This is an optimization exercise on Yosys and OpenROAD, whose aim is small area, a short achievable clock period and few clock cycles, not a production implementation. No functional check of the RTL was part of any run shown here. Power is estimated from default activity; no workload was simulated.

<file path="config.mk">
export PLATFORM = sky130hd
export DESIGN_NAME = RNN
export DESIGN_NICKNAME = RNN
export VERILOG_FILES = /design/flow/design.v
export SDC_FILE = /design/flow/constraint.sdc
export NUM_CORES = 4
export LEC_CHECK = 0
export CAP_MARGIN = 20
export CORE_MARGIN = 2
export CORE_UTILIZATION = 40
export SLEW_MARGIN = 20
</file>
<file path="constraint.sdc">
create_clock -name core_clock -period 5.0 [get_ports {clk}]
set_input_delay 1.0000 -clock core_clock [delete_from_list [all_inputs] [get_ports {clk}]]
set_output_delay 1.0000 -clock core_clock [all_outputs]
set_load 0.01 [all_outputs]
</file>
<file path="design.v">
module RNN(clk,reset,busy,ready,i_en,idata,mdata_w,mce,mdata_r,maddr,msel);
input           clk, reset;
input           ready;
input    [31:0] idata;
input    [19:0] mdata_r;
output          busy;
output          i_en;
output          mce;
output   [16:0] maddr;
output   [19:0] mdata_w;
output    [2:0] msel;
localparam AW = 43;
localparam OP_NONE = 3'd0, OP_WS = 3'd1, OP_BIH = 3'd2, OP_BHH = 3'd3,
           OP_WIH = 3'd4, OP_WHH = 3'd5, OP_PAD = 3'd6;
localparam ST_IDLE = 3'd0, ST_START = 3'd1, ST_RUN = 3'd2, ST_DRAIN = 3'd3,
           ST_DONE = 3'd4;
reg  [2:0]  st;
reg  [2:0]  op;           
reg         last_r;       
reg  [5:0]  ph;           
reg  [5:0]  j;            
reg  [5:0]  n;            
reg  [5:0]  kcnt;         
reg  [1:0]  scnt;
reg  [31:0] mask;         
reg  [10:0] tcnt, tlast;
reg         tpos;         
reg         busy_r, ien_r, mce_r;
reg  [2:0]  msel_r;
reg  [16:0] maddr_r;
reg  [3:0]  pc0, pc1, pc2, pc3;
reg  [5:0]  pop;
wire [5:0]  kp = pop + 6'd9;      
reg  [17:0] H;
reg  [5:0]  jH;
reg         hv, hnew;
reg l0, l1, l2, la, lf1;
reg f0, f1, f2;
wire wr_now = mce_r & (msel_r == 3'b101);
wire wpend  = lf1 | (hv & ~wr_now);
wire [5:0] ph1 = ph + 6'd1;
wire [5:0] wj  = lf1 ? ph1 : jH;
wire inflight = l0 | l1 | l2 | la | lf1;
reg  [4:0] ctz;
integer b;
always @* begin
    ctz = 5'd0;
    for (b = 31; b >= 0; b = b - 1)
        if (mask[b]) ctz = b;
end
wire [31:0] mask_nx = mask & (mask - 32'd1);
wire        mask_nz = |mask;
wire        mask_nx_nz = |mask_nx;
reg  [2:0]  n_st, n_op;
reg         n_last, n_busy, n_ien, n_mce, n_tpos;
reg  [2:0]  n_msel;
reg  [16:0] n_maddr;
reg  [5:0]  n_j, n_n, n_k;
reg  [1:0]  n_scnt;
reg  [31:0] n_mask;
reg  [10:0] n_tcnt;
always @* begin
    n_st = st; n_op = OP_NONE; n_last = 1'b0; n_busy = busy_r; n_ien = 1'b0;
    n_mce = 1'b0; n_msel = 3'b110; n_maddr = maddr_r; n_tpos = tpos;
    n_j = j; n_n = n; n_k = kcnt; n_scnt = scnt; n_mask = mask; n_tcnt = tcnt;
    if (op == OP_WS) n_mask = idata;
    case (st)
    ST_IDLE: begin
        n_mce = 1'b1; n_msel = 3'b100;
        if (ready) begin
            n_busy = 1'b1; n_ien = 1'b1; n_st = ST_START; n_scnt = 2'd0;
            n_mce = 1'b1; n_msel = 3'b100;
        end
    end
    ST_START: begin
        n_scnt = scnt + 2'd1;
        if (scnt == 2'd2) begin
            n_st = ST_RUN; n_op = OP_WS; n_j = ph + kp; n_n = 6'd0;
        end
    end
    ST_RUN: begin
        if (last_r || op == OP_PAD) begin
            if (op != OP_PAD && n == 6'd63) begin
                n_st = ST_DRAIN;
                if (wpend) begin
                    n_mce = 1'b1; n_msel = 3'b101; n_maddr = {tcnt, wj};
                end
            end else if (op != OP_PAD && pop[0]) begin
                n_op = OP_PAD;
            end else begin
                n_op = OP_WS; n_j = ph + kp; n_n = n + 6'd1;
                if (wpend) begin
                    n_mce = 1'b1; n_msel = 3'b101; n_maddr = {tcnt, wj};
                end
            end
        end else begin
            case (op)
            OP_WS: begin
                n_op = OP_BIH; n_mce = 1'b1; n_msel = 3'b001; n_maddr = {11'd0, j};
                if (n == 6'd63 && tcnt != tlast) n_ien = 1'b1;
            end
            OP_BIH: begin
                n_op = OP_BHH; n_mce = 1'b1; n_msel = 3'b011; n_maddr = {11'd0, j};
                n_last = ~tpos & ~mask_nz;
            end
            default: begin  
                n_mce = 1'b1;
                if (mask_nz) begin
                    n_op = OP_WIH; n_msel = 3'b000; n_maddr = {6'd0, j, ctz};
                    n_mask = mask_nx; n_last = ~tpos & ~mask_nx_nz;
                end else begin
                    n_op = OP_WHH; n_msel = 3'b010; n_maddr = {5'd0, j, ph1};
                    n_k = (op == OP_WHH) ? kcnt + 6'd1 : 6'd0;
                    n_last = (op == OP_WHH) && (kcnt == 6'd62);
                end
            end
            endcase
        end
    end
    ST_DRAIN: begin
        if (wpend) begin
            n_mce = 1'b1; n_msel = 3'b101; n_maddr = {tcnt, wj};
        end
        if (!inflight && !(hv && !wr_now)) begin
            if (tcnt == tlast) begin
                n_st = ST_DONE; n_busy = 1'b0;
            end else begin
                n_st = ST_RUN; n_tcnt = tcnt + 11'd1; n_tpos = 1'b1;
                n_op = OP_WS; n_j = ph + kp; n_n = 6'd0;
            end
        end
    end
    default: begin  
        n_busy = 1'b0;
    end
    endcase
end
always @(posedge clk) begin
    ph <= ph1;
    pc0 <= idata[0]+idata[1]+idata[2]+idata[3]+idata[4]+idata[5]+idata[6]+idata[7];
    pc1 <= idata[8]+idata[9]+idata[10]+idata[11]+idata[12]+idata[13]+idata[14]+idata[15];
    pc2 <= idata[16]+idata[17]+idata[18]+idata[19]+idata[20]+idata[21]+idata[22]+idata[23];
    pc3 <= idata[24]+idata[25]+idata[26]+idata[27]+idata[28]+idata[29]+idata[30]+idata[31];
    pop <= pc0 + pc1 + pc2 + pc3;
    if (st == ST_START && scnt == 2'd0) tlast <= mdata_r[10:0] - 11'd1;
    st <= n_st; op <= n_op; last_r <= n_last; busy_r <= n_busy; ien_r <= n_ien;
    mce_r <= n_mce; msel_r <= n_msel; maddr_r <= n_maddr; tpos <= n_tpos;
    j <= n_j; n <= n_n; kcnt <= n_k; scnt <= n_scnt; mask <= n_mask; tcnt <= n_tcnt;
    if (reset) begin
        ph <= 6'd0;
        st <= ST_IDLE; op <= OP_NONE; last_r <= 1'b0; busy_r <= 1'b0; ien_r <= 1'b0;
        mce_r <= 1'b1; msel_r <= 3'b100; tpos <= 1'b0; tcnt <= 11'd0;
    end
end
reg  [18*64-1:0] ra, rb;
wire [17:0] hsel = tcnt[0] ? ra[17:0] : rb[17:0];
always @(posedge clk) begin
    ra <= {(hnew & ~tcnt[0]) ? H : ra[17:0], ra[18*64-1:18]};
    rb <= {(hnew &  tcnt[0]) ? H : rb[17:0], rb[18*64-1:18]};
end
wire [17:0] hval = (op == OP_WHH) ? hsel :
                   (op == OP_BIH || op == OP_BHH || op == OP_WIH) ? 18'h10000 : 18'd0;
wire [18:0] hx = {hval, 1'b0};
reg  [26:0] bth_n;
integer d;
always @* begin
    for (d = 0; d < 9; d = d + 1) begin
        bth_n[3*d]   = hx[2*d+1] ^ hx[2*d];                                    
        bth_n[3*d+1] = hx[2*d+2] ? (~hx[2*d+1] & ~hx[2*d]) : (hx[2*d+1] & hx[2*d]);  
        bth_n[3*d+2] = hx[2*d+2];                                              
    end
end
reg [19:0] md;
reg [26:0] bth;
always @(posedge clk) begin
    md <= mdata_r;
    bth <= bth_n;
    l0 <= last_r & ~reset;
    f0 <= (op == OP_BIH);
end
wire [AW-1:0] pp [0:9];
genvar gi;
generate
for (gi = 0; gi < 9; gi = gi + 1) begin : G_PP
    wire one = bth[3*gi], two = bth[3*gi+1], ng = bth[3*gi+2];
    wire [20:0] sel = one ? {md[19], md} : two ? {md, 1'b0} : 21'd0;
    wire [20:0] v = sel ^ {21{ng}};
    wire [AW-1:0] row = {{(AW-21){1'b0}}, ~v[20], v[19:0]} << (2*gi);
    if (gi == 0) begin : G0
        assign pp[gi] = row;
    end else begin : GN
        assign pp[gi] = row | ({{(AW-1){1'b0}}, bth[3*(gi-1)+2]} << (2*gi-2));
    end
end
endgenerate
localparam [AW-1:0] CK = 43'h7eaaab00000;
assign pp[9] = CK | ({{(AW-1){1'b0}}, bth[26]} << 16);
wire [AW-1:0] a0 = ((pp[0])^(pp[1])^(pp[2])), a1 = ((((pp[0])&(pp[1]))|((pp[0])&(pp[2]))|((pp[1])&(pp[2]))) << 1);
wire [AW-1:0] a2 = ((pp[3])^(pp[4])^(pp[5])), a3 = ((((pp[3])&(pp[4]))|((pp[3])&(pp[5]))|((pp[4])&(pp[5]))) << 1);
wire [AW-1:0] a4 = ((pp[6])^(pp[7])^(pp[8])), a5 = ((((pp[6])&(pp[7]))|((pp[6])&(pp[8]))|((pp[7])&(pp[8]))) << 1);
wire [AW-1:0] a6 = pp[9];
wire [AW-1:0] b0 = ((a0)^(a1)^(a2)), b1 = ((((a0)&(a1))|((a0)&(a2))|((a1)&(a2))) << 1);
wire [AW-1:0] b2 = ((a3)^(a4)^(a5)), b3 = ((((a3)&(a4))|((a3)&(a5))|((a4)&(a5))) << 1);
wire [AW-1:0] b4 = a6;
reg [AW-1:0] q0, q1, q2, q3, q4;
always @(posedge clk) begin
    q0 <= b0; q1 <= b1; q2 <= b2; q3 <= b3; q4 <= b4;
    l1 <= l0 & ~reset; f1 <= f0;
end
wire [AW-1:0] c0 = ((q0)^(q1)^(q2)), c1 = ((((q0)&(q1))|((q0)&(q2))|((q1)&(q2))) << 1);
wire [AW-1:0] c2 = q3, c3 = q4;
wire [AW-1:0] d0 = ((c0)^(c1)^(c2)), d1 = ((((c0)&(c1))|((c0)&(c2))|((c1)&(c2))) << 1);
wire [AW-1:0] d2 = c3;
wire [AW-1:0] e0 = ((d0)^(d1)^(d2)), e1 = ((((d0)&(d1))|((d0)&(d2))|((d1)&(d2))) << 1);
reg [AW-1:0] ps, pcy;
always @(posedge clk) begin
    ps <= e0; pcy <= e1;
    l2 <= l1 & ~reset; f2 <= f1;
end
reg  [AW-1:0] as, ac;
wire [AW-1:0] ai0 = f2 ? 43'h8000 : as;
wire [AW-1:0] ai1 = f2 ? 43'd0 : ac;
wire [AW-1:0] x0 = ((ai0)^(ai1)^(ps)), x1 = ((((ai0)&(ai1))|((ai0)&(ps))|((ai1)&(ps))) << 1);
wire [AW-1:0] y0 = ((x0)^(x1)^(pcy)), y1 = ((((x0)&(x1))|((x0)&(pcy))|((x1)&(pcy))) << 1);
always @(posedge clk) begin
    as <= y0; ac <= y1;
    la <= l2 & ~reset;
end
wire [22:0] lo = as[21:0] + ac[21:0];
reg  [6:0]  lo_r;
reg  [20:0] hs, hc;
always @(posedge clk) begin
    lo_r <= lo[22:16];
    hs <= as[42:22]; hc <= ac[42:22];
    lf1 <= la & ~reset;
end
wire [20:0] hi = hs + hc + {20'd0, lo_r[6]};
wire [26:0] r  = {hi, lo_r[5:0]};
wire sat_hi = ~r[26] & ((|r[25:17]) | (r[16] & (|r[15:0])));
wire sat_lo =  r[26] & ~(&r[25:16]);
wire [17:0] hres = sat_hi ? 18'h10000 : sat_lo ? 18'h30000 : r[17:0];
always @(posedge clk) begin
    if (lf1) begin
        H <= hres;
        jH <= ph1;
    end
    hnew <= lf1 & ~reset;
    hv <= reset ? 1'b0 : lf1 ? 1'b1 : wr_now ? 1'b0 : hv;
end
assign busy = busy_r;
assign i_en = ien_r;
assign mce = mce_r;
assign msel = msel_r;
assign maddr = maddr_r;
assign mdata_w = {{2{H[17]}}, H};
endmodule
</file>
<file path="run.sh">
#!/bin/bash
# synth_recipe.tcl (not shown) runs the flow's synth.tcl, then flattens the netlist and writes it again
# the make line also repeats each setting of config.mk as NAME=value (left out here)
make -C /OpenROAD-flow-scripts/flow DESIGN_CONFIG=/design/flow/config.mk WORK_HOME=/design/flow/orfs CLKGATE_MAP_FILE= SYNTH_SCRIPT=/design/flow/synth_recipe.tcl finish
</file>
==> impl_metrics.ini, run 1 <==
[setup_path]
path_cells = inv_1 -> fa_1 -> inv_1 -> fa_1 -> a211oi_2 -> o21ai_2 -> a31oi_2 -> mux2_4 -> a2111oi_4 -> nand2_1 -> or4_1 -> or4b_1 -> buf_4 -> a21bo_2
r2r_end = H[16]
critPathMaxFanout = 17
reg2reg_from = lo_r[6]
worstPathRequired_ps = 5630
critPathLaunch = lo_r[6]
crit_arrival_ps = 4820
cp-end-kind = flop
r2r_slack_ps = 800
critical_path.endpoint = H[16]
r2r_cells = 14
cp-start-kind = flop
max_stage_delay_ps = 530
criticalPathCategory = flop to flop
cp_slowest_cell = or4b_1

[sta]
min_period_ps = 4197
finalClockSkew_ps = 47.30
drv_slew = 0
hold_viol = 0
worst_pin_slew_ps = 1142
fin_crit_sh_pct = 83.94
grt_setup_unrepaired = false
finalSetupViolCount = 0
max_freq_ghz = 0.2383
fin_setup_tns_ps = 0
hold-worst-slack_ps = 279.3
slew_headroom_pct = 23.78

[logic_synthesis]
syn_nets = 5657
ys_top_cells_by_area = dfxtp_1 74%, fa_1 5.9%, ha_1 3.0%, edfxtp_1 2.6%, xnor2_1 2.0%
ys_async_sr_fraction_pct = 0
synth_ff_type = dfxtp_1
synth_seq_cells = 2831
synth_edf_count = 66
yosysWarnings = 1
post-synth-top-area-fraction_pct = 73.58
synth.avg_cell_area_sq_um = 14.47
ys_types = 80
syn_inst = 5200
syn-cell-area_sq_um = 75220
synth_seq_area_share_pct = 76.22
yosys.area.top_type = dfxtp_1

[layout]
multi_input_area_sq_um = 15960
fillers = 16180
area_growth_pct = 16.93
drive_above_1_share_pct = 9.961
n_antenna_cell = 0
final_nets = 5911
regArea_sq_um = 57340

[cts]
cts-resized-gates = 0
cts_htree_levels = 5
cts_root_buffer = clkbuf_16
cts_hold_buf = 0
cts_buffers = 281
cts_tree = built
clk_pin_slew_ps = 60
clk_latency_ps = 880
postCtsSetupBuffers = 0
cts_sinks = 2831
cts_buffer_depth = 4

[floorplan]
dieWidth_microns = 437.7
coreArea_sq_um = 187400
die_area_sq_um = 191500
rows = 159
boundaryPins = 98
dieHeight_microns = 437.7
start_util_pct = 40.14

[drt]
vias = 34250
drc = 0
vias_per_cell = 4.204
wl_per_cell_microns = 14.80
wl_microns = 120600
antenna_left = 0
drt_first_pass_iters = 7
drt-initial-drc-count = 2061

[min_path]
min_path_cells = 0
min_path_type = flop to flop

[global_route]
grt_pass1_wl_microns = 192900
track_usage_pct = 12.69
grt_pass1_vias = 35010
grt_max_degree = 84
antenna_found_initial = 1
overflow = 0

[pwr]
power.total_mw = 49.36
powerDensity_nw_per_um2 = 561.2
ir_worst_vdd_mv = 0.3431
p_leak_nw = 36.41

[job]
cap_viol_max_count = 0

[outcome]
status = complete, no violations

[place]
port-buffer-count = 97
dp_hpwl_microns = 74990
gp_congestion = 0.8249
stage by stage:
stage                     util [%]  setup slack, ps  instance area, sq um  cells
after floorplan                  -             1199                 75220   5200
after global placement       42.13            836.4                 78950   7665
after detailed placement     42.13            777.8                 78950   7665
after CTS                    46.93            778.7                 87950   8146
after global routing         46.94            555.9                 87960   8147
final                        46.94            802.8                 87960   8147
cells in the mapped netlist, types with 81 or more instances:
cell      number
a22oi_1       81
clkbuf_1     138
dfxtp_1     2765
fa_1         221
ha_1         181
inv_1        336
nand2_1      280
nand2b_1      81
nor2_1       124
o21ai_0      175
xnor2_1      168
xor2_1        92
worst min-delay path by stage:
stage / end / from
final: rb[1030] / rb[1048]
after global routing: rb[1096] / rb[1114]
after CTS: rb[1030] / rb[1048]
after detailed placement: ra[13] / ra[31]
after global placement: rb[505] / rb[523]
after floorplan: f1 / f0
critical path, delay by kind of cell (launching register included):
kind,cells,cell delay [ps]
adder cells (fa/ha/maj),2,600
multiplexers,1,350
AO/OA/AOI/OAI,5,1350
buffers and inverters,3,340
flip-flops,1,300
AND/OR/NAND/NOR,3,1030
per-layer routing:
layer  part of all wire, %  wire length, microns  GRT usage (%)  up-vias
li1                      -                     -              -    17050
met1                    49                 59370          17.69    16240
met2                    43                 51360          18.93      711
met3                   5.3                  6423          3.212      251
met4                   2.9                  3449          4.905        2
met5                0.0066                     8              0        -
area by class of cell:
type,count,share of cell area [%]
clock buffer,386,9.145
clock inverter,95,1.087
inverter,337,1.438
multi-input combinational,1866,18.15
sequential,2831,65.19
tap,2495,3.549
timing repair buffer,137,1.445
where the power goes:
part           total (mW)  internal (mW)  switching [mW]
clock network        20.1           12.0            8.09
logic                5.04           2.15            2.89
registers            24.2           23.5           0.657
total                49.4           37.7            11.6
logic make-up after synthesis:
kind of cell / count (synthesis) / share of synthesized area [%]
AO/OA/AOI/OAI: 460 / 3.919
XOR/XNOR: 260 / 3.027
adder cells (fa/ha/maj): 405 / 8.932
buffers and inverters: 503 / 2.576
flip-flops: 2831 / 76.22
multiplexers: 85 / 1.233
AND/OR/NAND/NOR: 656 / 4.093
cells in the final DEF, fill, tap and decap left out, drive strengths merged, types with 15 or more instances in the layout:
master	instances
mux2i	27
clkdlybuf4s50	97
fa	221
nor2b	29
nor3	31
nand3	26
nand2b	81
buf	40
clkinv	59
nor2	124
xor2	92
clkbuf	386
dfxtp	2765
inv	346
xnor2	168
a21oi	73
nor4	16
or3	15
a22oi	81
o21ai	178
and3	15
bufinv	15
edfxtp	66
ha	181
nand2	280
mux2	58
registers in the layout (all words and copies together) (netlist names), 23 cells and up:
register and count:
ra 1152, rb 1152, as 43, ac 41
ps 38, pcy 33, mask 32, q0 31
q2 29, bth 27, q3 25, q1 23
==> run 2, diff against run 1 <==
--- a/config.mk
+++ b/config.mk
@@ -7,2 +7,3 @@
 export LEC_CHECK = 0
+export ABC_CLOCK_PERIOD_IN_PS = 2000
 export CAP_MARGIN = 20
@@ -10,2 +11,3 @@
 export CORE_UTILIZATION = 40
+export SETUP_SLACK_MARGIN = 3.0
 export SLEW_MARGIN = 20
==> run 2 against run 1 <==
Synthesized area did not move. Count of clock-buffer cells in the layout fell by 13. Clock skew rose by 1.2 ps. Largest cell class unchanged. Setup slack improved by 530 ps. Critical endpoint unchanged. Routed wire length rose by 7.5%. Sequential power barely moved. Clock power rose by 2%. Total power rose by 4.1%. Highest routed layer is now met4. Still clean. Sequential share of layout area fell by 3.6 points. Register-to-register slack improved by 530 ps.
==> impl_metrics.ini, run 2 <==
[layout]
area_growth_pct = 24.25
largest_registers = ra (1152), rb (1152), as (43)
fillers = 15840
drive_above_1_share_pct = 23.01
mostFrequentLayoutCell = dfxtp_1
multi_input_area_sq_um = 18060
regArea_sq_um = 57570
mostFrequentLayoutCells = 2676 x dfxtp_1, 297 x inv_1, 289 x clkbuf_16
final_nets = 6170

[logic_synthesis]
synth_ff_type = dfxtp_1
synth_seq_cells = 2831
syn-cell-area_sq_um = 75220
synth_seq_area_share_pct = 76.22
post-synth-top-area-fraction_pct = 73.58
synth_most_common_cell = dfxtp_1
syn_nets = 5657
synth_edf_count = 66
synth.avg_cell_area_sq_um = 14.47
yosysWarnings = 1
post_synth_xor_area_fraction_pct = 3.027
yosys.area.top_type = dfxtp_1
synth-compound-area-share_pct = 3.919
synth_mux_area_share_pct = 1.233
synthTopCellsByCount = 2765 x dfxtp_1, 336 x inv_1, 280 x nand2_1
ys_types = 80
synth_simple_gate_area_share_pct = 4.093
synthAdderAreaFrac_pct = 8.932
ys_async_sr_fraction_pct = 0
syn_inst = 5200
synth_top_family_by_area = adder cells
ys_top_cells_by_area = dfxtp_1 74%, fa_1 5.9%, ha_1 3.0%, edfxtp_1 2.6%, xnor2_1 2.0%

[global_route]
antenna_found_initial = 2
grt_max_degree = 42
grt_pass1_vias = 36650
overflow = 0
grt_pass1_wl_microns = 204400
track_usage_pct = 13.53

[place]
dp_hpwl_microns = 74720
gp_congestion = 0.8383
port-buffer-count = 97

[sta]
finalClockSkew_ps = 48.48
hold-worst-slack_ps = 289.8
slew_headroom_pct = 43.30
finalSetupViolCount = 0
max_freq_ghz = 0.2725
fin_setup_tns_ps = 0
fin_crit_sh_pct = 73.39
hold_viol = 0
grt_setup_unrepaired = true
worst_pin_slew_ps = 826.9
min_period_ps = 3670
drv_slew = 0

[setup_path]
cp-end-kind = flop
worstPathRequired_ps = 5610
r2r_cells = 13
criticalPathCategory = flop to flop
critPathMaxFanout = 3
crit_arrival_ps = 4280
cp-start-kind = flop

[drt]
drc = 0
wl_per_cell_microns = 15.41
drt_first_pass_iters = 5
wl_microns = 129600
vias = 35930
drt-initial-drc-count = 2002
antenna_left = 0
vias_per_cell = 4.271

[floorplan]
start_util_pct = 40.14
coreArea_sq_um = 187400
rows = 159
dieHeight_microns = 437.7
die_area_sq_um = 191500
boundaryPins = 98
dieWidth_microns = 437.7

[cts]
clk_latency_ps = 890
cts_tree = built
cts_sinks = 2831
cts_buffers = 278
cts_buffer_depth = 4
cts_htree_levels = 5
clk_pin_slew_ps = 60
cts_root_buffer = clkbuf_16

[pwr]
power.total_mw = 51.38
powerDensity_nw_per_um2 = 549.7
ir_worst_vdd_mv = 0.3938
p_leak_nw = 38.69

[min_path]
min_path_type = flop to flop
min_path_cells = 0

[outcome]
status = complete, no violations

[job]
cap_viol_max_count = 0
run 2: cell counts after synthesis:
Identical to the previous run, type by type.
run 2: timing repair:
action	4_1_cts	5_1_grt
hold buffers	0	0
buffers inserted	173	86
gates cloned	16	3
resized for setup	702	276
pin swaps	164	158
hold endpoints to repair	0	0
endpoints found under the setup margin	342	286
run 2: final cells by class:
type | instances | area share (%)
repair buffers | 392 | 4.541
well taps | 2495 | 3.340
inverters | 337 | 1.367
clock buffers | 373 | 8.436
diodes | 2 | 0.005355
clock inverters | 108 | 1.390
multi-input cells | 1873 | 19.32
flip-flops and latches | 2831 | 61.60
run 2: through the flow:
stage,worst slack [ps],instances,instance area (sq um),utilization [%]
CTS,1229,8320,91650,48.91
global route,1175,8410,93460,49.87
floorplan,1436,5200,76310,-
finish,1330,8411,93470,49.88
global placement,808.3,7650,79340,42.34
detailed placement,841.9,7650,79350,42.34
run 2: power by group:
group	leakage, nW	switching (mW)	internal (mW)	total (mW)
registers	23.0	0.713	23.6	24.3
clock network	4.51	8.15	12.4	20.5
logic	11.2	3.60	2.95	6.55
run 2: path summary, 6_finish.rpt:
path | start | to | slack, ps
min | rb[1115] | rb[1097] | 290
min reg2reg | rb[1115] | rb[1097] | 290
max | hc[0] | H[16] | 1330
max reg2reg | hc[0] | H[16] | 1330
run 2: metal layers:
layer | up-vias | share of wire (%) | wire (microns) | GRT usage, %
li1 | 17600 | - | - | -
met5 | - | 0 | 0 | 0
met3 | 281 | 5.2 | 6684 | 3.081
met2 | 828 | 43 | 56180 | 20.40
met4 | 0 | 3.0 | 3879 | 5.011
met1 | 17210 | 49 | 62860 | 18.97
run 2: kinds of logic (layout without fill, tap and decap cells):
| kind of cell | Yosys count | after routing |
|---|---|---|
| AO/OA/AOI/OAI | 460 | 460 |
| XOR/XNOR | 260 | 260 |
| adder cells (fa/ha/maj) | 405 | 405 |
| buffers and inverters | 503 | 1210 |
| flip-flops | 2831 | 2831 |
| multiplexers | 85 | 85 |
| other | 0 | 2 |
| AND/OR/NAND/NOR | 656 | 663 |
run 2: worst max-delay path: stages (launching register included):
cell	delay (ps)
dfxtp_2	310
inv_2	50
fa_2	210
inv_2	40
fa_2	380
a211oi_4	310
o21ai_2	120
a31oi_4	210
mux2_4	330
a2111oi_4	210
nand2_1	90
or4_1	400
or4b_4	560
a21bo_2	220

## port drivers added, routing unchanged
How much do the figures lean on ideal ports? The routed layouts below were timed once more, with nothing changed but the port constraints.
Step 1 sets driving cells, clkbuf_16 on the clock port and buf_2 on the other inputs (assumed; they add their load-dependent delay and slew).
Step 2 also shifts input and output timing later by t, the mid clock arrival at the registers, as if the neighbouring blocks saw the same clock.
Three values: ideal ports, drivers, drivers and shift; two values: the first two.
run | t (ns) | setup WS [ns] | clock arrival spread, ns | worst data-port slew with drivers (ns)
run 1 | 0.938 | 0.803 / 0.803 / 0.803 | 0.064 / 0.064 | 0.07
run 2 | 0.952 | 1.330 / 1.330 / 1.330 | 0.052 / 0.052 | 0.11
After both steps setup and hold are still met in every run listed.
